This design comes from an exercise in tuning for small area on the open sky130 flow, not from production work. Function was checked by simulation only, so behaviour that the tests miss may differ from the original. No driver is modelled on the clock port, so clock power and skew are understated where the tree is cut down; a real chip needs a root buffer or a tree. No activity file was given, so power comes from the tool's default toggle rates.

### constraint.sdc
create_clock -name core_clock -period 20.0 [get_ports {clk}]
set_input_delay 4.0000 -clock core_clock [delete_from_list [all_inputs] [get_ports {clk}]]
set_output_delay 4.0000 -clock core_clock [all_outputs]
set_load 0.01 [all_outputs]
### flow/run.sh
#!/bin/bash
# Standard layout, with the clock tree built from small buffers without dummy
# loads, its leaves adjusted to the clock-pin slew limit (post_cts.tcl), and
# smaller port buffers. Each make step's log is under orfs/logs; make's own
# output goes to make.log here.
set -euo pipefail
here=$(cd "$(dirname "$0")" && pwd)
export CTS_ARGS="-sink_clustering_enable -repair_clock_nets -dont_use_dummy_load -buf_list {sky130_fd_sc_hd__buf_4} -sink_clustering_size 13 -sink_clustering_max_diameter 40"
export POST_CTS_TCL="$here/post_cts.tcl"
export BUFFER_PORTS_ARGS="-buffer_cell sky130_fd_sc_hd__buf_1"
bash standard.sh > make.log 2>&1
### flow/post_cts.tcl
set limit 0.121
set down_limit 0.112
set sizes {sky130_fd_sc_hd__buf_1 sky130_fd_sc_hd__buf_2 sky130_fd_sc_hd__buf_4 sky130_fd_sc_hd__clkbuf_8 sky130_fd_sc_hd__clkbuf_16}
set block [ord::get_db_block]

proc net_sink_slew {net} {
  set worst 0
  foreach p [get_pins -of_objects $net -filter "direction==input"] {
    set s [get_property $p slew_max]
    if {$s > $worst} { set worst $s }
  }
  return $worst
}
proc leaf_nets {} {
  set r {}
  foreach n [[ord::get_db_block] getNets] {
    if {[string match "clknet_leaf*" [$n getName]]} { lappend r $n }
  }
  return $r
}
proc sinks_of {dbnet} {
  set r {}
  foreach it [$dbnet getITerms] { if {[$it isInputSignal]} { lappend r $it } }
  return $r
}
proc driver_inst {dbnet} {
  foreach it [$dbnet getITerms] { if {[$it isOutputSignal]} { return [$it getInst] } }
  return ""
}
proc inst_xy {inst} {
  set b [$inst getBBox]
  return [list [expr {([$b xMin] + [$b xMax]) / 2.0}] [expr {([$b yMin] + [$b yMax]) / 2.0}]]
}

set saved 0
foreach net [leaf_nets] {
  set inst [driver_inst $net]
  set master [[$inst getMaster] getName]
  set sinst [get_cells [$inst getName]]
  set area [expr {[[$inst getMaster] getWidth] * [[$inst getMaster] getHeight]}]
  foreach cand $sizes {
    set cm [[ord::get_db] findMaster $cand]
    if {[$cm getWidth] * [$cm getHeight] >= $area} break
    replace_cell $sinst $cand
    if {[net_sink_slew [get_nets [$net getName]]] <= $down_limit} {
      puts "post_cts: [$inst getName] $master -> $cand ([llength [sinks_of $net]] sinks)"
      incr saved
      break
    }
    replace_cell $sinst $master
  }
}
puts "post_cts: downsized $saved leaf clock buffers"

# Upsize each leaf buffer whose slew is over the limit to the smallest
# buffer that brings it under; legalize and repeat while that changes any.
set up_sizes {sky130_fd_sc_hd__buf_6 sky130_fd_sc_hd__buf_8 sky130_fd_sc_hd__buf_12 sky130_fd_sc_hd__clkbuf_16}
for {set pass 0} {$pass < 4} {incr pass} {
  detailed_placement
  estimate_parasitics -placement
  set upsized 0
  foreach net [leaf_nets] {
    set sn [get_nets [$net getName]]
    if {[net_sink_slew $sn] <= $limit} continue
    set inst [driver_inst $net]
    set master [[$inst getMaster] getName]
    set sinst [get_cells [$inst getName]]
    set area [expr {[[$inst getMaster] getWidth] * [[$inst getMaster] getHeight]}]
    set best $master
    foreach cand $up_sizes {
      set cm [[ord::get_db] findMaster $cand]
      if {[$cm getWidth] * [$cm getHeight] <= $area} continue
      replace_cell $sinst $cand
      set best $cand
      if {[net_sink_slew $sn] <= $limit} break
    }
    if {$best ne $master} { incr upsized }
  }
  puts "post_cts: pass $pass upsized $upsized leaf clock buffers"
  if {$upsized == 0} break
}
detailed_placement
detailed_placement
estimate_parasitics -placement
# Offload: while a leaf's worst clock-pin slew is over the limit, hand its
# flip-flop farthest from its buffer to the nearest other leaf buffer whose
# slew stays under the limit with it.
proc leaf_slew {name} { return [net_sink_slew [get_nets $name]] }
set moves 0
set fails 0
set over 1
while {$over && $moves < 400} {
  set over 0
  foreach n [leaf_nets] {
    set name [$n getName]
    if {[leaf_slew $name] <= $limit} continue
    set over 1
    lassign [inst_xy [driver_inst $n]] bx by
    set far ""; set fd -1
    foreach it [sinks_of $n] {
      lassign [inst_xy [$it getInst]] x y
      set d [expr {abs($x - $bx) + abs($y - $by)}]
      if {$d > $fd} { set fd $d; set far $it }
    }
    lassign [inst_xy [$far getInst]] x y
    set cands {}
    foreach n2 [leaf_nets] {
      if {[$n2 getName] eq $name} continue
      lassign [inst_xy [driver_inst $n2]] x2 y2
      lappend cands [list [expr {abs($x2 - $x) + abs($y2 - $y)}] [$n2 getName]]
    }
    set done 0
    foreach c [lrange [lsort -real -index 0 $cands] 0 3] {
      set t [lindex $c 1]
      $far disconnect
      $far connect [$block findNet $t]
      estimate_parasitics -placement
      if {[leaf_slew $t] <= $limit} { set done 1; incr moves; break }
      $far disconnect
      $far connect $n
    }
    if {!$done} { incr fails; estimate_parasitics -placement }
    if {$fails > 50} { set over 0; break }
  }
}
set worst 0
foreach n [leaf_nets] { set s [leaf_slew [$n getName]]; if {$s > $worst} { set worst $s } }
puts "post_cts: moved $moves flip-flops between leaves ($fails failed tries), worst slew [format %.3f $worst]"
check_placement -verbose
### design.v
module smoothing (clk, reset, data, smooth);
	input logic clk, reset;
	input logic [11:0] data;
	output logic [11:0] smooth;
	logic [1523:0] hist;
	logic [11:0] nold;
	logic [18:0] sum;
	assign smooth = sum[18:7];
	logic [6:0] lfsr;
	logic late;
	logic full_next;
	assign full_next = late & ~reset;
	logic [12:0] tc;
	logic [11:0] t;
	logic [12:0] rc;
	logic [11:0] lo;
	assign tc[0] = 1'b1;
	assign rc[0] = 1'b0;
	genvar g;
	generate
		for (g = 0; g < 12; g++) begin : sub
			assign t[g] = data[g] ^ nold[g] ^ tc[g];
			assign tc[g+1] = (data[g] & nold[g]) | (data[g] & tc[g]) | (nold[g] & tc[g]);
			assign lo[g] = sum[g] ^ t[g] ^ rc[g];
			assign rc[g+1] = (sum[g] & t[g]) | (sum[g] & rc[g]) | (t[g] & rc[g]);
		end
	endgenerate
	logic down;
	logic [7:0] uc;
	logic [6:0] hi;
	assign down = ~tc[12];
	assign uc[0] = rc[12];
	generate
		for (g = 0; g < 7; g++) begin : upd
			assign hi[g] = sum[12+g] ^ down ^ uc[g];
			assign uc[g+1] = (sum[12+g] & down) | (sum[12+g] & uc[g]) | (down & uc[g]);
		end
	endgenerate
	always_ff @(posedge clk) begin
		hist <= {hist[1511:0], data};
		nold <= ~(hist[1523:1512] & {12{full_next}});
		if (reset) begin
			lfsr <= 0;
			late <= 0;
			sum <= 0;
		end
		else begin
			lfsr <= {lfsr[5:0], ~(lfsr[6] ^ lfsr[5])};
			if (lfsr == 7'b1000000) late <= 1'b1;
			sum <= {hi, lo};
		end
	end
endmodule
### config.mk
export PLATFORM = sky130hd
export DESIGN_NAME = smoothing
export DESIGN_NICKNAME = smoothing
export VERILOG_FILES = /design/flow/design.v
export SDC_FILE = /design/flow/constraint.sdc
export NUM_CORES = 4
export LEC_CHECK = 0
export ABC_AREA = 1
export CAP_MARGIN = 20
export CORE_MARGIN = 2
export CORE_UTILIZATION = 70
export SLEW_MARGIN = 20
### standard.sh
#!/bin/bash
# synth_recipe.tcl (not shown) runs the flow's synth.tcl, then flattens the netlist and writes it again
# the make line also repeats each setting of config.mk as NAME=value (left out here)
make -C /OpenROAD-flow-scripts/flow DESIGN_CONFIG=/design/flow/config.mk WORK_HOME=/design/flow/orfs CLKGATE_MAP_FILE= SYNTH_SCRIPT=/design/flow/synth_recipe.tcl "${@:-finish}"
==> out/qor.csv, run 1 <==
stage,metric,value,unit
placement,HPWL reported at the end of detailed placement,15.7,mm
status,status,finished clean,
yosys,synth unique cells,14,
detailed_routing,Vias/cell,4.29,
detailed_routing,total wire length,31.7,mm
setup_path,"most used cell, CP",fa_1,
die,Die Area,47900,µm²
die,IO Count,26,
die,Die Width,219,µm
finish,footprint of the multi-input gates,791,µm²
yosys,"Seq/Total Area, Yosys",96.8,%
sta,Final Skew,0.0468,ns
yosys,Synth Cell Area,32300,µm²
grt,GRT Total Usage,14.7,%
finish,register area,31300,µm²
clock_network,worst skew pair latency,0.82,ns
detailed_routing,detailed-route via count,10501,
finish,Synth-to-Final Area Change,5.54,%
yosys,"FF+latch count, synth",1563,
grt,initial antenna violation count,1,
grt,largest net degree at the start of global routing,26,
yosys,post-synth top area share,96.8,%
setup_path,"Buf+Inv Stages, Crit Path",4,
finish,share of cells above drive strength 1,7.85,%
setup_path,Crit path arrival time,12.01,ns
clock_network,"CTS clk-pin slew, worst paths",0.11,ns
yosys,Yosys top cell by area,dfxtp_1,
grt,GRT overflow,0,
grt,first-pass GRT wire length,54.7,mm
finish,Fillers,2743,
sta,max_slew headroom,72.2,%
yosys,Yosys Warn Count,1,
yosys,syn avg cell area,19.1,µm²
sta,crit share post-route,56.6,%
sta,Final Max Tran Viols,0,
yosys,Mapped Nets,1739,
detailed_routing,DRC viols,0,
setup_path,WP data required,20.69,ns
setup_path,Worst setup EP type,flop,
setup_path,CP Max Fanout,2,
sta,setup violators final,0,
detailed_routing,DR pass1 iterations,4,
yosys,Synth area leaders,"dfxtp_1, fa_1, inv_1",
detailed_routing,DR iter-0 viols,413,
yosys,Syn Inst Count,1695,
grt,number of global-route vias before repair,11195,
job,Max Cap Viol,0,
detailed_routing,"antenna viol nets, final",0,
finish,"commonest non-fill, non-tap cells in the layout","dfxtp_1, buf_4, inv_1",
hold_path,worst hold-check path type,reg -> reg,
finish,"most common cell after layout, fill and taps aside",dfxtp_1,
setup_path,Worst path max stage delay,0.44,ns
placement,routability cong.,0.732,
placement,IO buf count,25,
power_and_ir_drop,peak supply drop,0.0802,mV
sta,unrepaired setup endpoints after global routing,no,
power_and_ir_drop,PD cells,130,nW/µm²
clock_network,clk sinks,1563,
setup_path,CP top delay family,adder cells,
detailed_routing,post-DR wirelength/cell,12.9,µm
sta,Max Fclk,88.3,MHz
sta,final hold vios,0,
sta,crit path time final,11.33,ns
setup_path,Slowest cell on crit path,fa_1,
power_and_ir_drop,Leak Pwr,14.0,nW
setup_path,element type at the critical path start,primary input,
die,Starting Density,71.1,%
power_and_ir_drop,Design Power,4.43,mW
die,row count,78,
sta,Worst Max-Slew Pin Slew,0.417,ns
finish,nets,1892,
clock_network,CTS tree,done,
die,Die Y,219,µm
setup_path,kind of critical path,in -> reg,
sta,TNS Setup,0,ns
die,Core Region,45500,µm²
==> where the power goes <==
part	total [mW]	leakage (nW)	internal, mW	switching (mW)
sequential	3.21	12.8	3.18	0.0254
combinational	0.0434	0.484	0.0181	0.0254
clock	1.17	0.677	0.359	0.813
==> routing by layer <==
metal  GRT usage (%)  vias to the layer above  part of all wire, %
met5               0                        -                    0
met1            22.5                     4913                   55
met2            18.0                      154                   37
li1                -                     5351                    -
met3            4.56                       83                  4.3
met4            8.90                        0                  3.4
==> synth_stat cells <==
| master | count |
|---|---|
| inv_1 | 31 |
| nand3_1 | 2 |
| inv_2 | 1 |
| nand2_2 | 1 |
| inv_4 | 1 |
| buf_4 | 12 |
| a21oi_1 | 1 |
| fa_1 | 28 |
| nand2_1 | 19 |
| ha_1 | 2 |
| dfxtp_1 | 1563 |
| buf_2 | 2 |
| buf_6 | 2 |
| nor2_1 | 30 |
==> final timing paths <==
path                   endpoint  cells past startpoint               from  slack [ns]
max          sum[18]$_SDFF_PP0_                     26            data[0]        8.67
min           hist[215]$_DFF_P_                      0  hist[203]$_DFF_P_        0.28
max reg2reg  sum[18]$_SDFF_PP0_                     25    nold[0]$_DFF_P_       11.82
min reg2reg   hist[215]$_DFF_P_                      0  hist[203]$_DFF_P_        0.28
==> logic make-up (layout without fill, tap and decap cells) <==
group | after synthesis | count (layout) | synth area share [%]
other | 0 | 2 | 0
flip-flops | 1563 | 1563 | 96.8
AND/OR/NAND/NOR | 52 | 52 | 0.619
adder cells (fa/ha/maj) | 30 | 30 | 1.81
buffers and inverters | 49 | 200 | 0.770
AO/OA/AOI/OAI | 1 | 1 | 0.0155
==> cell type report <==
type	instances	share of cell area [%]
clock buffer	141	3.09
sequential	1563	91.7
inverter	33	0.370
timing repair buffer	26	0.297
antenna	2	0.0147
tap	600	2.20
multi-input combinational	83	2.32
==> sequential cells by signal, indices dropped and copies added (netlist names) <==
name	flops
hist	1524
sum	19
nold	12
lfsr	7
late	1
==> stage by stage <==
step / hold slack (ns) / cell area [µm²] / setup WS [ns] / utilization [%] / instances
2_1_floorplan: 0.310 / 32300 / 8.40 / - / 1695
3_3_place_gp: 0.310 / 33100 / 7.89 / 72.7 / 2305
3_5_place_dp: 0.312 / 33100 / 7.83 / 72.7 / 2305
5_1_grt: 0.286 / 34100 / 8.43 / 75.0 / 2447
6_report: 0.283 / 34100 / 8.67 / 75.0 / 2448
==> inputs of run 2 (changes only) <==
--- a/flow/run.sh
+++ b/flow/run.sh
@@ -6,5 +6,5 @@
 set -euo pipefail
 here=$(cd "$(dirname "$0")" && pwd)
-export CTS_ARGS="-sink_clustering_enable -repair_clock_nets -dont_use_dummy_load -buf_list {sky130_fd_sc_hd__buf_4} -sink_clustering_size 13 -sink_clustering_max_diameter 40"
+export CTS_ARGS="-sink_clustering_enable -repair_clock_nets -dont_use_dummy_load -buf_list {sky130_fd_sc_hd__buf_4} -sink_clustering_size 14 -sink_clustering_max_diameter 40"
 export POST_CTS_TCL="$here/post_cts.tcl"
 export BUFFER_PORTS_ARGS="-buffer_cell sky130_fd_sc_hd__buf_1"
==> run 2 against run 1 <==
Against the previous run:
- via count is 0.35% lower
- final cell count is 0.33% lower
- routed wire length is 0.15% lower
- core utilization is 0.096 points lower
- power is 0.35% lower
- clock skew is 0.0012 ns higher
- sequential share of layout area is 0.12 points higher
- hold slack hardly changed
- worst setup slack better by 0.019 ns
- first-iteration DRC count is 7.5% lower
- area after synthesis stayed put
- cell area is 0.13% lower
==> out/qor.csv, run 2 <==
stage,metric,value,unit,change
yosys,Yosys Warn Count,1,,unchanged
finish,Fillers,2771,,+1.0%
clock_network,worst skew pair latency,0.81,ns,about the same
placement,HPWL reported at the end of detailed placement,15.7,mm,unchanged
yosys,Synth area leaders,"dfxtp_1, fa_1, inv_1",,
finish,"commonest non-fill, non-tap cells in the layout","dfxtp_1, buf_4, inv_1",,
yosys,"FF+latch count, synth",1563,,unchanged
yosys,post-synth top area share,96.8,%,unchanged
yosys,Syn Inst Count,1695,,unchanged
status,status,finished clean,,
detailed_routing,DR pass1 iterations,4,,unchanged
die,Core Region,45500,µm²,unchanged
sta,Final Max Tran Viols,0,,unchanged
finish,Top reg by flops,hist,,
sta,Final Skew,0.0480,ns,+0.00125 ns
power_and_ir_drop,peak supply drop,0.0800,mV,-0.24%
setup_path,R2R cell count,25,,unchanged
finish,share of cells above drive strength 1,7.50,%,-0.35 points
detailed_routing,total wire length,31.6,mm,-0.15%
grt,first-pass GRT wire length,54.7,mm,about the same
hold_path,Hold Startpoint,hist[1507]$_DFF_P_,,
hold_path,hold path depth,0,,unchanged
power_and_ir_drop,PD cells,129,nW/µm²,-0.22%
grt,number of global-route vias before repair,11130,,-0.58%
sta,Worst Max-Slew Pin Slew,0.419,ns,+0.00186 ns
finish,footprint of the multi-input gates,791,µm²,unchanged
power_and_ir_drop,Design Power,4.41,mW,-0.35%
placement,dpl ws,7.83,ns,unchanged
detailed_routing,DRC viols,0,,unchanged
detailed_routing,post-DR wirelength/cell,13.0,µm,+0.18%
yosys,syn avg cell area,19.1,µm²,unchanged
detailed_routing,"antenna viol nets, final",0,,unchanged
die,Die Y,219,µm,unchanged
finish,"most common cell after layout, fill and taps aside",dfxtp_1,,
sta,max_slew headroom,72.1,%,-0.12 points
grt,largest net degree at the start of global routing,26,,unchanged
sta,crit path time final,11.31,ns,-0.0193 ns
yosys,most frequent cells after synthesis,"dfxtp_1, inv_1, nor2_1, fa_1, nand2_1",,
placement,IO buf count,25,,unchanged
sta,final hold vios,0,,unchanged
yosys,Mapped Nets,1739,,unchanged
grt,initial antenna violation count,1,,unchanged
sta,Setup WS post-layout,8.69,ns,+0.0193 ns
sta,TNS Setup,0,ns,unchanged
sta,setup violators final,0,,unchanged
yosys,"EDFF count, synth",0,,unchanged
grt,GRT Total Usage,14.7,%,about the same
setup_path,element type at the critical path start,primary input,,
grt,GRT overflow,0,,unchanged
setup_path,Worst setup EP type,flop,,
detailed_routing,detailed-route via count,10464,,-0.35%
finish,register area,31300,µm²,unchanged
die,Die Width,219,µm,unchanged
finish,Top Registers,"hist (1524), sum (19), nold (12)",,
setup_path,worst r2r src,nold[0]$_DFF_P_,,
sta,unrepaired setup endpoints after global routing,no,,
sta,Hold Worst Slack,0.283,ns,-0.000462 ns
die,Starting Density,71.1,%,unchanged
die,row count,78,,unchanged
yosys,Yosys top cell by area,dfxtp_1,,
yosys,Synth Cell Area,32300,µm²,unchanged
clock_network,clk sinks,1563,,unchanged
finish,nets,1885,,-0.37%
yosys,synth unique cells,14,,unchanged
job,Max Cap Viol,0,,unchanged
power_and_ir_drop,Leak Pwr,14.0,nW,-0.21%
finish,Synth-to-Final Area Change,5.40,%,
setup_path,CP Max Fanout,2,,unchanged
yosys,fraction of registers with async set/reset,0,%,unchanged
setup_path,Crit path arrival time,12.00,ns,about the same
setup_path,WP data required,20.70,ns,about the same
clock_network,CTS tree,done,,
clock_network,"CTS clk-pin slew, worst paths",0.11,ns,about the same
sta,Max Fclk,88.4,MHz,+0.17%
hold_path,Hold EP,hist[1519]$_DFF_P_,,
sta,crit share post-route,56.5,%,-0.096 points
hold_path,worst hold-check path type,reg -> reg,,
detailed_routing,Vias/cell,4.29,,about the same
yosys,"Seq/Total Area, Yosys",96.8,%,unchanged
yosys,top-count cell post-synth,dfxtp_1,,
yosys,Post-synth top flop,dfxtp_1,,
die,IO Count,26,,unchanged
placement,routability cong.,0.732,,unchanged
die,Die Area,47900,µm²,unchanged
setup_path,kind of critical path,in -> reg,,
detailed_routing,DR iter-0 viols,382,,-7.5%
finish,Largest register FFs,1524,,unchanged
setup_path,"setup slack, reg-to-reg",11.82,ns,about the same
setup_path,RR Endpoint,sum[18]$_SDFF_PP0_,,
-- run 2: cell counts after synthesis --
No cell type changed its count.
-- run 2: where the power goes --
| group | internal [mW] | switching [mW] | leakage (nW) |
|---|---|---|---|
| logic | 0.0181 | 0.0254 | 0.484 |
| registers | 3.18 | 0.0255 | 12.8 |
| clock network | 0.346 | 0.811 | 0.647 |
-- run 2: how the worst max path moves through the flow --
stage	startpoint	cells past startpoint	end	slack [ns]
after floorplan	data[0]	25	sum[18]$_SDFF_PP0_	8.40
after global placement	data[0]	26	sum[18]$_SDFF_PP0_	7.89
after detailed placement	data[0]	26	sum[18]$_SDFF_PP0_	7.83
after global routing	data[0]	26	sum[18]$_SDFF_PP0_	8.45
final	data[0]	26	sum[18]$_SDFF_PP0_	8.69
-- run 2: kinds of logic (layout without fill, tap and decap cells) --
family / count (synthesis) / in the layout / synth area share (%)
flip-flops: 1563 / 1563 / 96.8
AND/OR/NAND/NOR: 52 / 52 / 0.619
buffers and inverters: 49 / 193 / 0.770
adder cells (fa/ha/maj): 30 / 30 / 1.81
AO/OA/AOI/OAI: 1 / 1 / 0.0155
other: 0 / 1 / 0
-- run 2: layer usage --
layer  track usage (%)  routed length (µm)  part of all wire, %
met5                 0                   0                    0
met4              8.58                 976                  3.1
met3              4.74                1360                  4.3
met2              18.0               11800                   37
met1              22.6               17500                   55
-- run 2: stage by stage --
stage          instance area (µm²)  utilization, %  cells
2_1_floorplan                32300               -   1695
3_3_place_gp                 33100            72.7   2305
3_5_place_dp                 33100            72.7   2305
5_1_grt                      34100            74.9   2440
6_report                     34100            74.9   2440
-- run 2: area by class of cell --
type | count | share of cell area [%]
Inverter | 33 | 0.371
Sequential cell | 1563 | 91.8
Timing Repair Buffer | 26 | 0.297
Tap cell | 600 | 2.20
Antenna cell | 1 | 0.00734
Clock buffer | 134 | 2.98
Multi-Input combinational cell | 83 | 2.32
-- run 2: critical path, cell delays in order --
cell and delay (ns):
buf_1 0.12, inv_1 0.11, ha_1 0.20, inv_1 0.06, fa_1 0.42, fa_1 0.41
fa_1 0.44, fa_1 0.42, fa_1 0.39, fa_1 0.42, fa_1 0.39, fa_1 0.39
fa_1 0.39, fa_1 0.38, fa_1 0.39, fa_1 0.40, fa_1 0.40, fa_1 0.40
fa_1 0.39, fa_1 0.39, fa_1 0.39, fa_1 0.39, inv_1 0.06, nand2_1 0.06
a21oi_1 0.14, nor2_1 0.06
==> inputs of run 3 (changes only) <==
--- a/config.mk
+++ b/config.mk
@@ -6,5 +6,5 @@
 export NUM_CORES = 4
 export LEC_CHECK = 0
-export ABC_AREA = 1
+export ABC_AREA = 0
 export CAP_MARGIN = 20
 export CORE_MARGIN = 2
==> run 3 against run 2 <==
Against the previous run:
- first-iteration DRC count is 7.9% lower
- sequential share of layout area hardly changed
- clock power hardly changed
- global-route usage is 0.33 points lower
- maximum frequency is 0.99% higher
- count of clock-buffer cells in the layout is 3 higher
- area after synthesis hardly changed
- die area hardly changed
- via count is 1.8% lower
- critical endpoint unchanged
- largest power group unchanged
==> out/qor.csv, run 3 <==
stage,metric,value,unit,change
sta,Final Skew,0.0574,ns,+0.00943 ns
sta,crit path time final,11.20,ns,-0.111 ns
yosys,top-count cell post-synth,dfxtp_1,,
setup_path,RR Endpoint,sum[18]$_SDFF_PP0_,,
hold_path,hold path depth,0,,unchanged
detailed_routing,DR iter-0 viols,352,,-7.9%
status,status,finished clean,,
sta,Final Max Tran Viols,0,,unchanged
die,Die Y,219,µm,about the same
grt,number of global-route vias before repair,10675,,-4.1%
yosys,"Seq/Total Area, Yosys",96.9,%,about the same
detailed_routing,total wire length,31.3,mm,-0.99%
power_and_ir_drop,peak supply drop,0.0773,mV,-3.4%
yosys,Post-synth top flop,dfxtp_1,,
setup_path,WP data required,20.72,ns,+0.02 ns
sta,Hold Worst Slack,0.292,ns,+0.00939 ns
clock_network,"CTS clk-pin slew, worst paths",0.11,ns,about the same
power_and_ir_drop,Leak Pwr,13.9,nW,-0.36%
yosys,most frequent cells after synthesis,"dfxtp_1, fa_1, nor2b_1, buf_4, nand2_1",,
placement,routability cong.,0.728,,-0.63%
sta,max_slew headroom,71.0,%,-1.1 points
sta,final hold vios,0,,unchanged
sta,Max Fclk,89.3,MHz,+0.99%
clock_network,clk sinks,1563,,unchanged
power_and_ir_drop,PD cells,129,nW/µm²,about the same
finish,Largest register FFs,1524,,unchanged
setup_path,kind of critical path,in -> reg,,
detailed_routing,post-DR wirelength/cell,13.0,µm,+0.33%
setup_path,Worst setup EP type,flop,,
die,Die Width,219,µm,about the same
setup_path,"setup slack, reg-to-reg",11.77,ns,-0.05 ns
placement,placed insts,2268,,-1.6%
die,Die Area,47900,µm²,about the same
clock_network,CTS tree,done,,
yosys,syn avg cell area,19.5,µm²,+2.1%
setup_path,element type at the critical path start,primary input,,
setup_path,Crit path arrival time,11.92,ns,-0.08 ns
die,Core Region,45500,µm²,unchanged
yosys,Yosys top cell by area,dfxtp_1,,
die,row count,78,,unchanged
hold_path,worst hold-check path type,reg -> reg,,
setup_path,R2R cell count,23,,-8.0%
finish,Top reg by flops,hist,,
yosys,Mapped Nets,1702,,-2.1%
setup_path,worst r2r src,nold[0]$_DFF_P_,,
grt,GRT Total Usage,14.4,%,-0.33 points
detailed_routing,Vias/cell,4.27,,-0.48%
yosys,post-synth top area share,96.9,%,about the same
placement,IO buf count,25,,unchanged
hold_path,Hold EP,hist[1219]$_DFF_P_,,
hold_path,Hold Startpoint,hist[1207]$_DFF_P_,,
detailed_routing,detailed-route via count,10277,,-1.8%
yosys,Yosys Warn Count,1,,unchanged
finish,Top Registers,"hist (1524), sum (19), nold (12)",,
yosys,synth unique cells,17,,+3
sta,crit share post-route,56.0,%,-0.56 points
yosys,Synth area leaders,"dfxtp_1, fa_1, nor2b_1",,
finish,share of cells above drive strength 1,7.76,%,+0.25 points
sta,Worst Max-Slew Pin Slew,0.436,ns,+0.0163 ns
finish,Synth-to-Final Area Change,5.49,%,about the same
detailed_routing,DR pass1 iterations,4,,unchanged
sta,unrepaired setup endpoints after global routing,no,,
finish,nets,1851,,-1.8%
clock_network,worst skew pair latency,0.82,ns,about the same
yosys,Synth Cell Area,32300,µm²,about the same
sta,setup violators final,0,,unchanged
detailed_routing,"antenna viol nets, final",0,,unchanged
yosys,"FF+latch count, synth",1563,,unchanged
finish,"most common cell after layout, fill and taps aside",dfxtp_1,,
job,Max Cap Viol,0,,unchanged
placement,HPWL reported at the end of detailed placement,15.5,mm,-0.80%
grt,first-pass GRT wire length,53.0,mm,-3.0%
finish,Fillers,2696,,-2.7%
yosys,Syn Inst Count,1658,,-2.2%
sta,TNS Setup,0,ns,unchanged
detailed_routing,DRC viols,0,,unchanged
finish,"commonest non-fill, non-tap cells in the layout","dfxtp_1, buf_4, fa_1",,
die,Starting Density,71.0,%,about the same
setup_path,CP Max Fanout,2,,unchanged
grt,largest net degree at the start of global routing,29,,+12%
grt,GRT overflow,0,,unchanged
yosys,"EDFF count, synth",0,,unchanged
grt,initial antenna violation count,2,,+1
yosys,fraction of registers with async set/reset,0,%,unchanged
die,IO Count,26,,unchanged
finish,final std cells w/o fill,2408,,-1.3%
-- run 3: kinds of logic (layout without fill, tap and decap cells) --
group                      after synthesis  count (layout)  share of synthesized area (%)
xor gates and xnor gates                 2               2                          0.101
and+or+nand+nor                         41              41                          0.759
AOI/OAI and AO/OA                        1               1                         0.0233
DFF                                   1563            1563                           96.9
buffers and inverters                   21             168                          0.426
other                                    0               3                              0
adders and majority gates               30              30                           1.81
-- run 3: area by class of cell --
class,instances,area [µm²],share of cell area [%]
inverters,5,18.8,0.0551
repair buffers,26,101,0.297
flip-flops and latches,1563,31300,91.8
multi-input cells,74,871,2.56
well taps,600,751,2.20
clock buffers,137,1030,3.03
diodes,3,7.51,0.0220
-- run 3: worst max path at each step --
| stage | slack, ns | from | endpoint | cells past startpoint |
|---|---|---|---|---|
| after global routing | 8.64 | data[0] | sum[18]$_SDFF_PP0_ | 24 |
| after detailed placement | 7.92 | data[0] | sum[18]$_SDFF_PP0_ | 24 |
| final | 8.80 | data[0] | sum[18]$_SDFF_PP0_ | 24 |
| after floorplan | 8.31 | data[0] | sum[18]$_SDFF_PP0_ | 23 |
| after global placement | 8.01 | data[0] | sum[18]$_SDFF_PP0_ | 24 |
-- run 3: per-stage QoR --
| step | util (%) | worst slack, ns | area (µm²) | total power, mW |
|---|---|---|---|---|
| detailed placement | 72.6 | 7.92 | 33000 | 3.32 |
| finish | 74.9 | 8.80 | 34100 | 4.41 |
| global placement | 72.6 | 8.01 | 33000 | 3.32 |
| floorplan | - | 8.31 | 32300 | 3.30 |
| global route | 74.9 | 8.64 | 34100 | 4.60 |
-- run 3: power breakdown --
| part | leakage, nW | total (mW) | internal, mW | switching, mW |
|---|---|---|---|---|
| Sequential | 12.8 | 3.21 | 3.18 | 0.0243 |
| Clock | 0.659 | 1.16 | 0.351 | 0.812 |
| Combinational | 0.421 | 0.0373 | 0.0189 | 0.0184 |
-- run 3: worst max-delay path, stage by stage --
cell,delay [ns]
buf_1,0.08
inv_1,0.05
ha_1,0.18
inv_1,0.07
fa_1,0.42
fa_1,0.40
fa_1,0.43
fa_1,0.42
fa_1,0.38
fa_1,0.39
fa_1,0.39
fa_1,0.39
fa_1,0.39
fa_1,0.39
fa_1,0.39
fa_1,0.39
fa_1,0.40
fa_1,0.39
fa_1,0.39
fa_1,0.39
fa_1,0.39
fa_1,0.37
xor3_1,0.38
nor2_1,0.04
-- run 3: layer usage --
metal | vias to the layer above | GRT usage, % | wire (µm)
li1 | 5265 | - | -
met1 | 4792 | 22.1 | 17300
met2 | 149 | 17.7 | 11700
met3 | 71 | 5.14 | 1550
met4 | 0 | 7.61 | 758
met5 | - | 0 | 0
==> inputs of run 4 (changes only) <==
--- a/config.mk
+++ b/config.mk
@@ -9,4 +9,4 @@
 export CAP_MARGIN = 20
 export CORE_MARGIN = 2
-export CORE_UTILIZATION = 70
+export CORE_UTILIZATION = 74
 export SLEW_MARGIN = 20
==> run 4 against run 3 <==
Against the previous run:
- maximum frequency fell by 1.7%
- cell area fell by 0.14%
- routed wire length rose by 2.1%
- power fell by 0.20%
- area after synthesis did not move
- first-iteration DRC count rose by 17%
- sequential share of layout area rose by 0.13 points
- critical path type unchanged
- highest routed layer unchanged
==> out/qor.csv, run 4 <==
stage,metric,value,unit,change
detailed_routing,DRC viols,0,,unchanged
die,Core Region,43100,µm²,-5.3%
sta,final hold vios,0,,unchanged
finish,share of cells above drive strength 1,7.56,%,-0.20 points
finish,final std cells w/o fill,2386,,-0.91%
grt,GRT Total Usage,15.3,%,+0.96 points
power_and_ir_drop,peak supply drop,0.0815,mV,+5.5%
yosys,top-count cell post-synth,dfxtp_1,,
yosys,most frequent cells after synthesis,"dfxtp_1, fa_1, nor2b_1, buf_4, nand2_1",,
die,Starting Density,75.0,%,+4.0 points
yosys,fraction of registers with async set/reset,0,%,unchanged
sta,crit path time final,11.39,ns,+0.188 ns
yosys,"EDFF count, synth",0,,unchanged
yosys,synth unique cells,17,,unchanged
hold_path,hold path depth,0,,unchanged
detailed_routing,DR iter-0 viols,413,,+17%
sta,Worst Max-Slew Pin Slew,0.518,ns,+0.0824 ns
setup_path,CP top delay family,adder cells,,
finish,fin util,79.0,%,+4.1 points
die,Die Width,213,µm,-2.7%
die,Die Y,213,µm,-2.7%
setup_path,element type at the critical path start,primary input,,
clock_network,clk sinks,1563,,unchanged
setup_path,Crit path arrival time,12.05,ns,+0.13 ns
setup_path,WP data required,20.67,ns,-0.05 ns
setup_path,Slowest cell on crit path,fa_1,,
sta,crit share post-route,56.9,%,+0.94 points
power_and_ir_drop,combinational share of power,0.9,%,about the same
placement,routability cong.,0.761,,+4.5%
sta,unrepaired setup endpoints after global routing,no,,
yosys,post-synth top area share,96.9,%,unchanged
detailed_routing,Vias/cell,4.29,,+0.62%
sta,Max Fclk,87.8,MHz,-1.7%
hold_path,worst hold-check path type,reg -> reg,,
yosys,Mapped Nets,1702,,unchanged
finish,register area,31300,µm²,unchanged
setup_path,Worst setup EP type,flop,,
detailed_routing,DR pass1 iterations,4,,unchanged
setup_path,"Buf+Inv Stages, Crit Path",3,,unchanged
sta,Final Max Tran Viols,0,,unchanged
grt,number of global-route vias before repair,10666,,-0.084%
yosys,"FF+latch count, synth",1563,,unchanged
grt,initial antenna violation count,1,,-1
sta,setup violators final,0,,unchanged
power_and_ir_drop,PD cells,129,nW/µm²,about the same
yosys,Post-synth top flop,dfxtp_1,,
setup_path,CP Max Fanout,2,,unchanged
finish,"most common cell after layout, fill and taps aside",dfxtp_1,,
setup_path,"setup slack, reg-to-reg",11.60,ns,-0.17 ns
setup_path,"most used cell, CP",fa_1,,
yosys,syn avg cell area,19.5,µm²,unchanged
grt,GRT overflow,0,,unchanged
yosys,Synth area leaders,"dfxtp_1, fa_1, nor2b_1",,
die,IO Count,26,,unchanged
detailed_routing,detailed-route via count,10246,,-0.30%
power_and_ir_drop,Psw,0.851,mW,-0.49%
setup_path,Crit path depth,24,,unchanged
detailed_routing,post-DR wirelength/cell,13.4,µm,+3.1%
sta,Final Skew,0.0577,ns,+0.000204 ns
power_and_ir_drop,Leak Pwr,13.9,nW,-0.12%
setup_path,R2R cell count,23,,unchanged
job,Max Cap Viol,0,,unchanged
grt,largest net degree at the start of global routing,29,,unchanged
finish,footprint of the multi-input gates,871,µm²,unchanged
finish,nets,1846,,-0.27%
power_and_ir_drop,Pint,3.55,mW,-0.13%
yosys,Syn Inst Count,1658,,unchanged
sta,max_slew headroom,65.5,%,-5.5 points
clock_network,worst skew pair latency,0.83,ns,about the same
detailed_routing,total wire length,32.0,mm,+2.1%
power_and_ir_drop,clock share of power,26.2,%,-0.2 points
die,row count,76,,-2.6%
yosys,"Seq/Total Area, Yosys",96.9,%,unchanged
die,Die Area,45300,µm²,-5.3%
finish,Largest register FFs,1524,,unchanged
yosys,Yosys top cell by area,dfxtp_1,,
finish,Top reg by flops,hist,,
finish,"commonest non-fill, non-tap cells in the layout","dfxtp_1, buf_4, fa_1",,
finish,Top Registers,"hist (1524), sum (19), nold (12)",,
sta,TNS Setup,0,ns,unchanged
clock_network,"CTS clk-pin slew, worst paths",0.11,ns,about the same
finish,Synth-to-Final Area Change,5.34,%,
clock_network,CTS tree,done,,
yosys,Yosys Warn Count,1,,unchanged
placement,HPWL reported at the end of detailed placement,16.1,mm,+3.4%
power_and_ir_drop,Sw Share,19.3,%,-0.056 points
power_and_ir_drop,Seq pwr share,73.0,%,+0.2 points
setup_path,Worst path max stage delay,0.46,ns,+0.03 ns
status,status,finished clean,,
grt,first-pass GRT wire length,53.0,mm,about the same
placement,placed insts,2252,,-0.71%
finish,Fillers,2265,,-16%
detailed_routing,"antenna viol nets, final",0,,unchanged
yosys,Synth Cell Area,32300,µm²,unchanged
setup_path,crit path cell chain,buf_1 > inv_1 > ha_1 > inv_1 > fa_1 > fa_1 > fa_1 > fa_1 > fa_1 > fa_1 > fa_1 > fa_1 > fa_1 > fa_1 > fa_1 > fa_1 > fa_1 > fa_1 > fa_1 > fa_1 > fa_1 > fa_1 > xor3_1 > nor2_1,,
setup_path,kind of critical path,in -> reg,,
placement,IO buf count,25,,unchanged
## run 4: cell count changes in the layout (fill, tap and decap cells not counted), sizes merged
cell / previous run / this run
diode: 3 / 1
buf: 163 / 158
## run 4: cell type report
class / instances / area share, %
Timing Repair Buffer: 25 / 0.279
Multi-Input combinational cell: 74 / 2.56
Antenna cell: 1 / 0.00736
Sequential cell: 1563 / 92.0
Clock buffer: 133 / 2.98
Inverter: 5 / 0.0552
Tap cell: 585 / 2.15
## run 4: stage by stage
| step | power, mW | hold WS, ns | cell area, µm² | setup WS (ns) |
|---|---|---|---|---|
| 2_1_floorplan | 3.30 | 0.310 | 32300 | 8.31 |
| 3_3_place_gp | 3.32 | 0.310 | 33000 | 7.97 |
| 3_5_place_dp | 3.32 | 0.312 | 33000 | 7.77 |
| 5_1_grt | 4.58 | 0.294 | 34000 | 8.47 |
| 6_report | 4.40 | 0.281 | 34000 | 8.61 |
## run 4: cells by family (layout without fill, tap and decap cells)
family                     count (synthesis)  count (layout)  share of synthesized area, %
adders and majority gates                 30              30                          1.81
xor gates and xnor gates                   2               2                         0.101
buffers and inverters                     21             163                         0.426
other                                      0               1                             0
DFF                                     1563            1563                          96.9
and+or+nand+nor                           41              41                         0.759
AOI/OAI and AO/OA                          1               1                        0.0233
## run 4: power groups by stage
stage	combinational (mW)	sequential, mW	clock (mW)
6_report	0.0378	3.21	1.15
5_1_grt	0.0431	3.22	1.32
3_5_place_dp	0.0382	3.28	0
3_3_place_gp	0.0349	3.28	0
2_1_floorplan	0.0332	3.27	0
## run 4: layer usage
metal / up-vias / part of all wire [%] / GRT usage (%)
li1: 5259 / - / -
met1: 4770 / 55 / 23.2
met2: 140 / 38 / 19.4
met3: 77 / 4.0 / 5.12
met4: 0 / 2.8 / 8.37
met5: - / 0 / 0
## run 4: path summary, 6_finish.rpt
check                                           to              from
worst max-delay path            sum[18]$_SDFF_PP0_           data[0]
worst min-delay path              hist[98]$_DFF_P_  hist[86]$_DFF_P_
worst max register to register  sum[18]$_SDFF_PP0_   nold[0]$_DFF_P_
worst min register to register    hist[98]$_DFF_P_  hist[86]$_DFF_P_
==> inputs of run 5 (changes only) <==
==> flow/run.sh (replaced) <==
#!/bin/bash
# Standard layout, with the clock tree built without dummy loads, its leaves
# adjusted to the clock-pin slew limit (post_cts.tcl), and smaller port
# buffers. Each make step's log is
# under orfs/logs; make's own output goes to make.log here.
set -euo pipefail
here=$(cd "$(dirname "$0")" && pwd)
export CTS_ARGS="-sink_clustering_enable -repair_clock_nets -dont_use_dummy_load -buf_list {sky130_fd_sc_hd__clkbuf_16} -sink_clustering_size 36 -sink_clustering_max_diameter 60"
export POST_CTS_TCL="$here/post_cts.tcl"
export BUFFER_PORTS_ARGS="-buffer_cell sky130_fd_sc_hd__buf_1"
bash standard.sh > make.log 2>&1
--- a/flow/post_cts.tcl
+++ b/flow/post_cts.tcl
@@ -1,5 +1,6 @@
 set limit 0.121
+set max_sinks 36
 set down_limit 0.112
-set sizes {sky130_fd_sc_hd__buf_1 sky130_fd_sc_hd__buf_2 sky130_fd_sc_hd__buf_4 sky130_fd_sc_hd__clkbuf_8 sky130_fd_sc_hd__clkbuf_16}
+set sizes {sky130_fd_sc_hd__clkbuf_2 sky130_fd_sc_hd__clkbuf_4 sky130_fd_sc_hd__clkbuf_8}
 set block [ord::get_db_block]
 
@@ -33,4 +34,133 @@
 }
 
+proc ckmeans {pts K C iters} {
+  set N [llength $pts]
+  set centres [list [lrange [lindex $pts 0] 0 1]]
+  set dmin [lrepeat $N 1e18]
+  while {[llength $centres] < $K} {
+    lassign [lindex $centres end] cx cy
+    set best -1; set bd -1
+    for {set i 0} {$i < $N} {incr i} {
+      lassign [lindex $pts $i] x y
+      set d [expr {abs($x - $cx) + abs($y - $cy)}]
+      if {$d < [lindex $dmin $i]} { lset dmin $i $d }
+      if {[lindex $dmin $i] > $bd} { set bd [lindex $dmin $i]; set best $i }
+    }
+    lappend centres [lrange [lindex $pts $best] 0 1]
+  }
+  for {set it 0} {$it < $iters} {incr it} {
+    set pairs {}
+    for {set i 0} {$i < $N} {incr i} {
+      lassign [lindex $pts $i] x y
+      for {set k 0} {$k < $K} {incr k} {
+        lassign [lindex $centres $k] cx cy
+        lappend pairs [list [expr {abs($x - $cx) + abs($y - $cy)}] $i $k]
+      }
+    }
+    set pairs [lsort -real -index 0 $pairs]
+    set asg [lrepeat $N -1]
+    set cnt [lrepeat $K 0]
+    set left $N
+    foreach pr $pairs {
+      lassign $pr d i k
+      if {[lindex $asg $i] >= 0} continue
+      if {[lindex $cnt $k] >= $C} continue
+      lset asg $i $k
+      lset cnt $k [expr {[lindex $cnt $k] + 1}]
+      incr left -1
+      if {$left == 0} break
+    }
+    set sx [lrepeat $K 0.0]; set sy [lrepeat $K 0.0]
+    for {set i 0} {$i < $N} {incr i} {
+      set k [lindex $asg $i]
+      lassign [lindex $pts $i] x y
+      lset sx $k [expr {[lindex $sx $k] + $x}]
+      lset sy $k [expr {[lindex $sy $k] + $y}]
+    }
+    set centres {}
+    for {set k 0} {$k < $K} {incr k} {
+      set c [lindex $cnt $k]
+      if {$c == 0} { set c 1 }
+      lappend centres [list [expr {[lindex $sx $k] / $c}] [expr {[lindex $sy $k] / $c}]]
+    }
+  }
+  return [list $centres $asg]
+}
+proc apply {centres asg} {
+  upvar its its bufs bufs
+  set used {}; set chosen {}
+  foreach c $centres {
+    lassign $c cx cy
+    set best ""; set bd 1e18
+    foreach b $bufs {
+      if {[lsearch -exact $used [$b getName]] >= 0} continue
+      lassign [inst_xy $b] x y
+      set d [expr {abs($x - $cx) + abs($y - $cy)}]
+      if {$d < $bd} { set bd $d; set best $b }
+    }
+    lappend used [$best getName]; lappend chosen $best
+    set w [[$best getMaster] getWidth]; set h [[$best getMaster] getHeight]
+    $best setLocation [expr {int($cx - $w / 2)}] [expr {int($cy - $h / 2)}]
+  }
+  set i 0
+  foreach it $its {
+    set net [[[lindex $chosen [lindex $asg $i]] findITerm X] getNet]
+    $it disconnect; $it connect $net; incr i
+  }
+  return $chosen
+}
+proc restore {} {
+  upvar its its orig_net orig_net bufs bufs orig_loc orig_loc
+  set i 0; foreach it $its { $it disconnect; $it connect [lindex $orig_net $i]; incr i }
+  set i 0; foreach b $bufs { lassign [lindex $orig_loc $i] x y; $b setLocation $x $y; incr i }
+}
+estimate_parasitics -placement
+set leaves [leaf_nets]
+set bufs {}
+foreach n $leaves { lappend bufs [driver_inst $n] }
+set pts {}; set its {}
+foreach n $leaves {
+  foreach it [sinks_of $n] {
+    lassign [inst_xy [$it getInst]] x y
+    lappend pts [list $x $y]; lappend its $it
+  }
+}
+set orig_net {}; foreach it $its { lappend orig_net [$it getNet] }
+set orig_loc {}; foreach b $bufs { lappend orig_loc [$b getLocation] }
+set N [llength $pts]
+set chosen ""
+for {set K [expr {($N + $max_sinks - 1) / $max_sinks}]} {$K < [llength $bufs]} {incr K} {
+  lassign [ckmeans $pts $K $max_sinks 15] centres asg
+  set chosen [apply $centres $asg]
+  detailed_placement
+  estimate_parasitics -placement
+  set worst 0
+  foreach b $chosen {
+    set s [net_sink_slew [get_nets [[[$b findITerm X] getNet] getName]]]
+    if {$s > $worst} { set worst $s }
+  }
+  puts "post_cts: $K leaf clusters of at most $max_sinks: worst slew [format %.3f $worst]"
+  if {$worst <= $limit + 0.004} break
+  restore
+  set chosen ""
+  if {$K >= [expr {($N + $max_sinks - 1) / $max_sinks}] + 4} break
+}
+if {$chosen ne ""} {
+  set removed 0
+  foreach b $bufs {
+    if {[lsearch -exact $chosen $b] >= 0} continue
+    set net [[$b findITerm X] getNet]
+    [$b findITerm A] disconnect
+    [$b findITerm X] disconnect
+    odb::dbInst_destroy $b
+    if {$net ne "NULL"} { odb::dbNet_destroy $net }
+    incr removed
+  }
+  puts "post_cts: removed $removed leaf buffers"
+} else {
+  detailed_placement
+  puts "post_cts: kept CTS's leaves"
+}
+
 set saved 0
 foreach net [leaf_nets] {
@@ -38,8 +168,5 @@
   set master [[$inst getMaster] getName]
   set sinst [get_cells [$inst getName]]
-  set area [expr {[[$inst getMaster] getWidth] * [[$inst getMaster] getHeight]}]
   foreach cand $sizes {
-    set cm [[ord::get_db] findMaster $cand]
-    if {[$cm getWidth] * [$cm getHeight] >= $area} break
     replace_cell $sinst $cand
     if {[net_sink_slew [get_nets [$net getName]]] <= $down_limit} {
@@ -52,33 +179,4 @@
 }
 puts "post_cts: downsized $saved leaf clock buffers"
-
-# Upsize each leaf buffer whose slew is over the limit to the smallest
-# buffer that brings it under; legalize and repeat while that changes any.
-set up_sizes {sky130_fd_sc_hd__buf_6 sky130_fd_sc_hd__buf_8 sky130_fd_sc_hd__buf_12 sky130_fd_sc_hd__clkbuf_16}
-for {set pass 0} {$pass < 4} {incr pass} {
-  detailed_placement
-  estimate_parasitics -placement
-  set upsized 0
-  foreach net [leaf_nets] {
-    set sn [get_nets [$net getName]]
-    if {[net_sink_slew $sn] <= $limit} continue
-    set inst [driver_inst $net]
-    set master [[$inst getMaster] getName]
-    set sinst [get_cells [$inst getName]]
-    set area [expr {[[$inst getMaster] getWidth] * [[$inst getMaster] getHeight]}]
-    set best $master
-    foreach cand $up_sizes {
-      set cm [[ord::get_db] findMaster $cand]
-      if {[$cm getWidth] * [$cm getHeight] <= $area} continue
-      replace_cell $sinst $cand
-      set best $cand
-      if {[net_sink_slew $sn] <= $limit} break
-    }
-    if {$best ne $master} { incr upsized }
-  }
-  puts "post_cts: pass $pass upsized $upsized leaf clock buffers"
-  if {$upsized == 0} break
-}
-detailed_placement
 detailed_placement
 estimate_parasitics -placement
--- a/config.mk
+++ b/config.mk
@@ -6,7 +6,7 @@
 export NUM_CORES = 4
 export LEC_CHECK = 0
-export ABC_AREA = 0
+export ABC_AREA = 1
 export CAP_MARGIN = 20
 export CORE_MARGIN = 2
-export CORE_UTILIZATION = 74
+export CORE_UTILIZATION = 70
 export SLEW_MARGIN = 20
==> run 5 against run 4 <==
Against the previous run:
- first-iteration DRC count rose by 18%
- sequential power about the same
- critical endpoint unchanged
- count of clock-buffer cells in the layout decreased by 83
- worst setup slack worse by 0.11 ns
- routed wire length rose by 7.2%
- largest cell class unchanged
- clock power increased by 9%
- power increased by 2.4%
- critical path depth rose by 2
- via count shrank 1.2%
==> out/qor.csv, run 5 <==
stage,metric,value,unit,change
status,status,finished clean,,
detailed_routing,DR iter-0 viols,489,,+18%
finish,Top reg by flops,hist,,
yosys,syn avg cell area,19.1,µm²,-2.1%
grt,number of global-route vias before repair,10371,,-2.8%
finish,Largest register FFs,1524,,unchanged
die,Core Region,45500,µm²,+5.6%
setup_path,R2R cell count,25,,+8.7%
die,IO Count,26,,unchanged
sta,final hold vios,0,,unchanged
finish,Fillers,2590,,+14%
setup_path,Worst setup EP type,flop,,
setup_path,Slowest cell on crit path,fa_1,,
sta,crit share post-route,57.5,%,+0.53 points
clock_network,worst skew pair latency,0.63,ns,-0.20 ns
placement,routability cong.,0.732,,-3.7%
setup_path,CP top delay family,adder cells,,
placement,placed inst area,33100,µm²,+0.16%
hold_path,Hold Startpoint,hist[981]$_DFF_P_,,
power_and_ir_drop,PD cells,131,nW/µm²,+1.5%
grt,GRT overflow,0,,unchanged
grt,largest net degree at the start of global routing,38,,+31%
detailed_routing,DR pass1 iterations,4,,unchanged
grt,first-pass GRT wire length,55.9,mm,+5.5%
detailed_routing,"antenna viol nets, final",0,,unchanged
die,Die Area,47900,µm²,+5.7%
detailed_routing,detailed-route via count,10120,,-1.2%
clock_network,"CTS clk-pin slew, worst paths",0.11,ns,about the same
placement,IO buf count,25,,unchanged
yosys,post-synth top area share,96.8,%,about the same
yosys,Yosys top cell by area,dfxtp_1,,
yosys,"EDFF count, synth",0,,unchanged
die,Starting Density,71.1,%,-3.9 points
sta,unrepaired setup endpoints after global routing,no,,
setup_path,WP data required,20.51,ns,-0.16 ns
sta,Max Fclk,87.0,MHz,-0.92%
job,Max Cap Viol,0,,unchanged
yosys,"FF+latch count, synth",1563,,unchanged
finish,"commonest non-fill, non-tap cells in the layout","dfxtp_1, clkbuf_16, inv_1",,
yosys,Syn Inst Count,1695,,+2.2%
clock_network,clk sinks,1563,,unchanged
die,Die Width,219,µm,+2.8%
placement,HPWL reported at the end of detailed placement,15.7,mm,-2.5%
detailed_routing,post-DR wirelength/cell,14.6,µm,+8.6%
yosys,Synth area leaders,"dfxtp_1, fa_1, inv_1",,
sta,setup violators final,0,,unchanged
hold_path,Hold EP,hist[993]$_DFF_P_,,
yosys,"Seq/Total Area, Yosys",96.8,%,about the same
setup_path,kind of critical path,in -> reg,,
yosys,top-count cell post-synth,dfxtp_1,,
power_and_ir_drop,peak supply drop,0.123,mV,+51%
yosys,fraction of registers with async set/reset,0,%,unchanged
yosys,Synth Cell Area,32300,µm²,about the same
setup_path,element type at the critical path start,primary input,,
setup_path,Crit path arrival time,12.00,ns,-0.05 ns
setup_path,worst r2r src,nold[0]$_DFF_P_,,
detailed_routing,Vias/cell,4.30,,about the same
setup_path,"Buf+Inv Stages, Crit Path",4,,+1
grt,GRT Total Usage,15.1,%,-0.17 points
setup_path,"most used cell, CP",fa_1,,
sta,max_slew headroom,77.9,%,+12 points
yosys,Yosys Warn Count,1,,unchanged
sta,Final Skew,0.0461,ns,-0.0116 ns
hold_path,hold path depth,0,,unchanged
setup_path,"setup slack, reg-to-reg",11.84,ns,+0.24 ns
setup_path,RR Endpoint,sum[18]$_SDFF_PP0_,,
finish,Top Registers,"hist (1524), sum (19), nold (12)",,
hold_path,worst hold-check path type,reg -> reg,,
die,row count,78,,+2.6%
finish,Final Instance Area,34300,µm²,+0.85%
die,Die Y,219,µm,+2.8%
sta,TNS Setup,0,ns,unchanged
detailed_routing,total wire length,34.3,mm,+7.2%
yosys,Mapped Nets,1739,,+2.2%
finish,"most common cell after layout, fill and taps aside",dfxtp_1,,
sta,Worst Max-Slew Pin Slew,0.330,ns,-0.188 ns
yosys,Post-synth top flop,dfxtp_1,,
finish,share of cells above drive strength 1,3.08,%,-4.5 points
finish,# diodes,0,,-1
sta,crit path time final,11.49,ns,+0.106 ns
sta,Final Max Tran Viols,0,,unchanged
setup_path,CP Max Fanout,2,,unchanged
finish,footprint of the multi-input gates,791,µm²,-9.2%
finish,Synth-to-Final Area Change,6.13,%,
detailed_routing,DRC viols,0,,unchanged
yosys,most frequent cells after synthesis,"dfxtp_1, inv_1, nor2_1, fa_1, nand2_1",,
finish,nets,1801,,-2.4%
yosys,synth unique cells,14,,-3
finish,register area,31300,µm²,unchanged
grt,initial antenna violation count,1,,unchanged
setup_path,Worst path max stage delay,0.44,ns,-0.02 ns
power_and_ir_drop,Leak Pwr,13.9,nW,+0.27%
[run 5: cell count changes after synthesis, sizes merged]
cell	change
nor2	+28
xor2	-1
nor2b	-19
and2b	-6
a21o	-1
nor4b	-1
nand2	+8
nand3	+2
a21oi	+1
inv	+28
nor4	-1
xor3	-1
[run 5: kinds of logic (layout without fill, tap and decap cells)]
family | Yosys count | after routing | share of synthesized area (%)
compound gates | 1 | 1 | 0.0155
buf+inv | 49 | 109 | 0.770
simple gates | 52 | 52 | 0.619
flops | 1563 | 1563 | 96.8
fa+ha+maj | 30 | 30 | 1.81
[run 5: how the worst max path moves through the flow]
stage               startpoint                 end  slack (ns)  cells after the start
floorplan              data[0]  sum[18]$_SDFF_PP0_        8.40                     25
global placement       data[0]  sum[18]$_SDFF_PP0_        7.89                     26
detailed placement     data[0]  sum[18]$_SDFF_PP0_        7.83                     26
global route           data[0]  sum[18]$_SDFF_PP0_        8.22                     26
finish                 data[0]  sum[18]$_SDFF_PP0_        8.51                     26
[run 5: layout make-up]
cell class              count  share of cell area [%]
repair buffers             26                   0.295
flip-flops and latches   1563                    91.2
multi-input cells          83                    2.30
well taps                 600                    2.19
inverters                  33                   0.368
clock buffers              50                    3.65
[run 5: layer usage]
metal  track usage [%]  up-vias  routed length (µm)
met1              23.1     4793               18000
li1                  -     5195                   -
met3              3.05       60                1070
met5                 0        -                   0
met2              22.2       72               14500
met4              4.57        0                 799
[run 5: report_power, final]
| group | switching (mW) | internal, mW |
|---|---|---|
| clock | 0.793 | 0.455 |
| sequential | 0.0275 | 3.19 |
| combinational | 0.0255 | 0.0183 |
| total | 0.846 | 3.66 |
[run 5: per-stage QoR]
| step | std cells | utilization (%) | hold WS, ns | setup slack (ns) | power, mW |
|---|---|---|---|---|---|
| 2_1_floorplan | 1695 | - | 0.310 | 8.40 | 3.31 |
| 3_3_place_gp | 2305 | 72.7 | 0.310 | 7.89 | 3.32 |
| 3_5_place_dp | 2305 | 72.7 | 0.312 | 7.83 | 3.33 |
| 5_1_grt | 2355 | 75.4 | 0.310 | 8.22 | 4.65 |
| 6_report | 2355 | 75.4 | 0.290 | 8.51 | 4.51 |
[run 5: worst reg2reg max path, delay by kind of cell, from the launching register on]
kind | cells | cell delay (ns)
AO/OA/AOI/OAI | 1 | 0.14
buffers and inverters | 3 | 0.16
flip-flops | 1 | 0.32
AND/OR/NAND/NOR | 2 | 0.12
adder cells (fa/ha/maj) | 19 | 7.36
==> inputs of run 6 (changes only) <==
--- a/config.mk
+++ b/config.mk
@@ -9,4 +9,4 @@
 export CAP_MARGIN = 20
 export CORE_MARGIN = 2
-export CORE_UTILIZATION = 70
+export CORE_UTILIZATION = 78
 export SLEW_MARGIN = 20
==> run 6 against run 5 <==
Against the previous run:
- the run now fails in 4_1_cts
- area after synthesis unchanged
- synthesized cell count unchanged
==> out/qor.csv, run 6 <==
stage,metric,value,unit,change
yosys,fraction of registers with async set/reset,0,%,unchanged
die,Die Width,208,µm,-5.2%
status,Failed at,4_1_cts,,
yosys,Mapped Nets,1739,,unchanged
yosys,"Seq/Total Area, Yosys",96.8,%,unchanged
clock_network,clk sinks,1563,,unchanged
yosys,Yosys top cell by area,dfxtp_1,,
yosys,"FF+latch count, synth",1563,,unchanged
yosys,Yosys Warn Count,1,,unchanged
yosys,post-synth top area share,96.8,%,unchanged
die,row count,74,,-5.1%
status,status,aborted with a tool error,,
die,Die Y,208,µm,-5.2%
yosys,top-count cell post-synth,dfxtp_1,,
placement,IO buf count,25,,unchanged
status,Error,[ERROR DPL-0033] detailed placement checks failed during check placement.,,
yosys,synth unique cells,14,,unchanged
yosys,Synth area leaders,"dfxtp_1, fa_1, inv_1",,
yosys,syn avg cell area,19.1,µm²,unchanged
placement,routability cong.,0.723,,-1.2%
placement,placed insts,2237,,-3.0%
die,Starting Density,79.2,%,+8.1 points
yosys,most frequent cells after synthesis,"dfxtp_1, inv_1, nor2_1, fa_1, nand2_1",,
yosys,"EDFF count, synth",0,,unchanged
die,IO Count,26,,unchanged
yosys,Synth Cell Area,32300,µm²,unchanged
yosys,Post-synth top flop,dfxtp_1,,
yosys,Syn Inst Count,1695,,unchanged
placement,HPWL reported at the end of detailed placement,21.1,mm,+35%
==> run 6: cell counts after synthesis <==
Identical to the previous run, type by type.
==> run 6: cell families after synthesis <==
kind of cell / count (synthesis) / synth area share, %
simple gates: 52 / 0.619
buf+inv: 49 / 0.770
compound gates: 1 / 0.0155
flops: 1563 / 96.8
fa+ha+maj: 30 / 1.81
==> run 6: worst max-delay path by stage <==
stage | end | cells after the start | slack (ns)
after floorplan | sum[18]$_SDFF_PP0_ | 25 | 8.40
after global placement | sum[18]$_SDFF_PP0_ | 26 | 7.87
after detailed placement | sum[18]$_SDFF_PP0_ | 26 | 7.55
==> run 6: per-stage QoR <==
| step | power [mW] | worst slack, ns | utilization, % | cell area (µm²) |
|---|---|---|---|---|
| after detailed placement | 3.33 | 7.55 | 80.8 | 33000 |
| after global placement | 3.32 | 7.87 | 80.8 | 33000 |
| after floorplan | 3.31 | 8.40 | - | 32300 |
==> run 6: power groups by stage <==
stage               Clock [mW]  Combinational [mW]  Sequential [mW]
floorplan                    0              0.0376             3.27
global placement             0              0.0415             3.28
detailed placement           0              0.0493             3.28
==> inputs of run 7 (changes only) <==
--- a/flow/post_cts.tcl
+++ b/flow/post_cts.tcl
@@ -1,4 +1,4 @@
-set limit 0.121
-set max_sinks 36
+set limit 0.123
+set max_sinks 38
 set down_limit 0.112
 set sizes {sky130_fd_sc_hd__clkbuf_2 sky130_fd_sc_hd__clkbuf_4 sky130_fd_sc_hd__clkbuf_8}
--- a/config.mk
+++ b/config.mk
@@ -9,4 +9,4 @@
 export CAP_MARGIN = 20
 export CORE_MARGIN = 2
-export CORE_UTILIZATION = 78
+export CORE_UTILIZATION = 70
 export SLEW_MARGIN = 20
==> run 7 against run 6 <==
Against the previous run:
- the run now finishes clean
- area after synthesis unchanged
- synthesized cell count stayed put
==> out/qor.csv, run 7 <==
stage,metric,value,unit,change
yosys,synth unique cells,14,,unchanged
sta,setup violators final,0,,
setup_path,"Buf+Inv Stages, Crit Path",4,,
detailed_routing,detailed-route via count,10055,,
clock_network,clk sinks,1563,,unchanged
yosys,top-count cell post-synth,dfxtp_1,,
sta,Hold Worst Slack,0.321,ns,
yosys,Synth Cell Area,32300,µm²,unchanged
power_and_ir_drop,clock share of power,27.3,%,
placement,HPWL reported at the end of detailed placement,15.7,mm,-26%
detailed_routing,DR iter-0 viols,484,,
sta,final hold vios,0,,
sta,Setup WS post-layout,8.49,ns,
yosys,syn avg cell area,19.1,µm²,unchanged
detailed_routing,total wire length,33.3,mm,
setup_path,WP data required,20.51,ns,
setup_path,CP Max Fanout,2,,
grt,GRT Total Usage,14.6,%,
finish,Top reg by flops,hist,,
yosys,fraction of registers with async set/reset,0,%,unchanged
setup_path,Worst path max stage delay,0.44,ns,
detailed_routing,Vias/cell,4.28,,
finish,Largest register FFs,1524,,
detailed_routing,DR pass1 iterations,4,,
yosys,Syn Inst Count,1695,,unchanged
finish,Top Registers,"hist (1524), sum (19), nold (12)",,
finish,nets,1798,,
status,status,finished clean,,
setup_path,CP top delay family,adder cells,,
sta,max_slew headroom,77.9,%,
yosys,post-synth top area share,96.8,%,unchanged
placement,IO buf count,25,,unchanged
sta,Final Max Tran Viols,0,,
power_and_ir_drop,Leak Pwr,13.9,nW,
power_and_ir_drop,combinational share of power,1.0,%,
detailed_routing,post-DR wirelength/cell,14.2,µm,
yosys,"Seq/Total Area, Yosys",96.8,%,unchanged
power_and_ir_drop,Psw,0.843,mW,
sta,crit share post-route,57.5,%,
yosys,Yosys Warn Count,1,,unchanged
placement,routability cong.,0.732,,+1.2%
hold_path,worst hold-check path type,reg -> reg,,
finish,fin util,75.3,%,
die,IO Count,26,,unchanged
power_and_ir_drop,Pint,3.64,mW,
yosys,most frequent cells after synthesis,"dfxtp_1, inv_1, nor2_1, fa_1, nand2_1",,
grt,GRT overflow,0,,
die,Die Y,219,µm,+5.5%
die,Die Width,219,µm,+5.5%
setup_path,element type at the critical path start,primary input,,
detailed_routing,"antenna viol nets, final",0,,
sta,Worst Max-Slew Pin Slew,0.330,ns,
sta,Max Fclk,86.9,MHz,
yosys,Mapped Nets,1739,,unchanged
grt,number of global-route vias before repair,10202,,
yosys,"EDFF count, synth",0,,unchanged
sta,unrepaired setup endpoints after global routing,no,,
power_and_ir_drop,peak supply drop,0.117,mV,
setup_path,Slowest cell on crit path,fa_1,,
yosys,Synth area leaders,"dfxtp_1, fa_1, inv_1",,
clock_network,worst skew pair latency,0.62,ns,
power_and_ir_drop,Seq pwr share,71.8,%,
setup_path,"most used cell, CP",fa_1,,
die,Die Area,47900,µm²,
yosys,Post-synth top flop,dfxtp_1,,
setup_path,Worst setup EP type,flop,,
power_and_ir_drop,Sw Share,18.8,%,
die,row count,78,,+5.4%
finish,# diodes,0,,
yosys,Yosys top cell by area,dfxtp_1,,
clock_network,"CTS clk-pin slew, worst paths",0.12,ns,
sta,TNS Setup,0,ns,
sta,Final Skew,0.0235,ns,
sta,crit path time final,11.51,ns,
yosys,"FF+latch count, synth",1563,,unchanged
die,Core Region,45500,µm²,
grt,initial antenna violation count,1,,
grt,first-pass GRT wire length,54.3,mm,
finish,"commonest non-fill, non-tap cells in the layout","dfxtp_1, clkbuf_16, inv_1",,
detailed_routing,DRC viols,0,,
finish,"most common cell after layout, fill and taps aside",dfxtp_1,,
job,Max Cap Viol,0,,
grt,largest net degree at the start of global routing,39,,
setup_path,Crit path arrival time,12.02,ns,
placement,dpl ws,7.83,ns,+0.280 ns
die,Starting Density,71.1,%,-8.1 points
power_and_ir_drop,PD cells,131,nW/µm²,
finish,share of cells above drive strength 1,2.91,%,
setup_path,kind of critical path,in -> reg,,
finish,Synth-to-Final Area Change,5.89,%,
run 7: power groups by stage:
stage                     logic [mW]  clock network (mW)  registers [mW]
after floorplan               0.0376                   0            3.27
after global placement        0.0406                   0            3.28
after detailed placement      0.0440                   0            3.28
after global routing          0.0534                1.34            3.22
final                         0.0433                1.22            3.21
run 7: layout make-up:
cell class | count | area [µm²]
Fill cell | 2617 | 11200
Timing Repair Buffer | 26 | 101
Multi-Input combinational cell | 83 | 791
Sequential cell | 1563 | 31300
Clock buffer | 47 | 1180
Tap cell | 600 | 751
Inverter | 33 | 126
run 7: cells by family after synthesis:
logic type / after synthesis / share of synthesized area [%]
fa+ha+maj: 30 / 1.81
simple gates: 52 / 0.619
flops: 1563 / 96.8
buf+inv: 49 / 0.770
compound gates: 1 / 0.0155
run 7: per-layer routing:
layer,vias to the layer above,GRT usage [%],wire [µm]
met3,57,3.06,1090
met1,4733,22.7,18100
met5,-,0,0
li1,5185,-,-
met4,0,4.26,792
met2,80,20.8,13400
run 7: metrics by stage:
step	total power, mW	instances	instance area, µm²
global route	4.62	2352	34200
global placement	3.32	2305	33100
detailed placement	3.33	2305	33100
floorplan	3.31	1695	32300
finish	4.48	2352	34200
run 7: final timing paths:
check	start	slack, ns	depth (start not counted)	to
max reg2reg	nold[0]$_DFF_P_	11.83	25	sum[18]$_SDFF_PP0_
max	data[0]	8.49	26	sum[18]$_SDFF_PP0_
min	hist[450]$_DFF_P_	0.32	0	hist[462]$_DFF_P_
min reg2reg	hist[450]$_DFF_P_	0.32	0	hist[462]$_DFF_P_

## what the ideal ports hide
Ports are ideal in the flow. The routed layouts listed here were re-timed in OpenROAD.
Step 1: set_driving_cell puts a clkbuf_16 on clk and a buf_2 on each other input, an assumption about the parent block.
Step 2 moves the port delays by t, midway between the first and last clock arrival at a register: inputs arrive t later, outputs are due t later. That takes back most of the time a late clock gives input paths.
a / b / c = ideal ports / drivers / drivers and shift; a / b = the first two.
| run | t (ns) | slack for setup (ns) | worst slew at a driven data input, ns |
|---|---|---|---|
| run 1 | 0.828 | 8.673 / 8.698 / 7.870 | 0.04 |
| run 2 | 0.833 | 8.692 / 8.718 / 7.885 | 0.04 |
| run 3 | 0.852 | 8.803 / 8.827 / 7.975 | 0.04 |
| run 4 | 0.850 | 8.615 / 8.621 / 7.771 | 0.05 |
| run 5 | 0.662 | 8.509 / 8.541 / 7.879 | 0.04 |
| run 7 | 0.659 | 8.494 / 8.526 / 7.866 | 0.05 |
After both steps setup and hold are still met in every run listed. For run 4, which loses most, drivers alone change the setup slack by +0.006 ns; drivers and shift together by -0.844 ns.
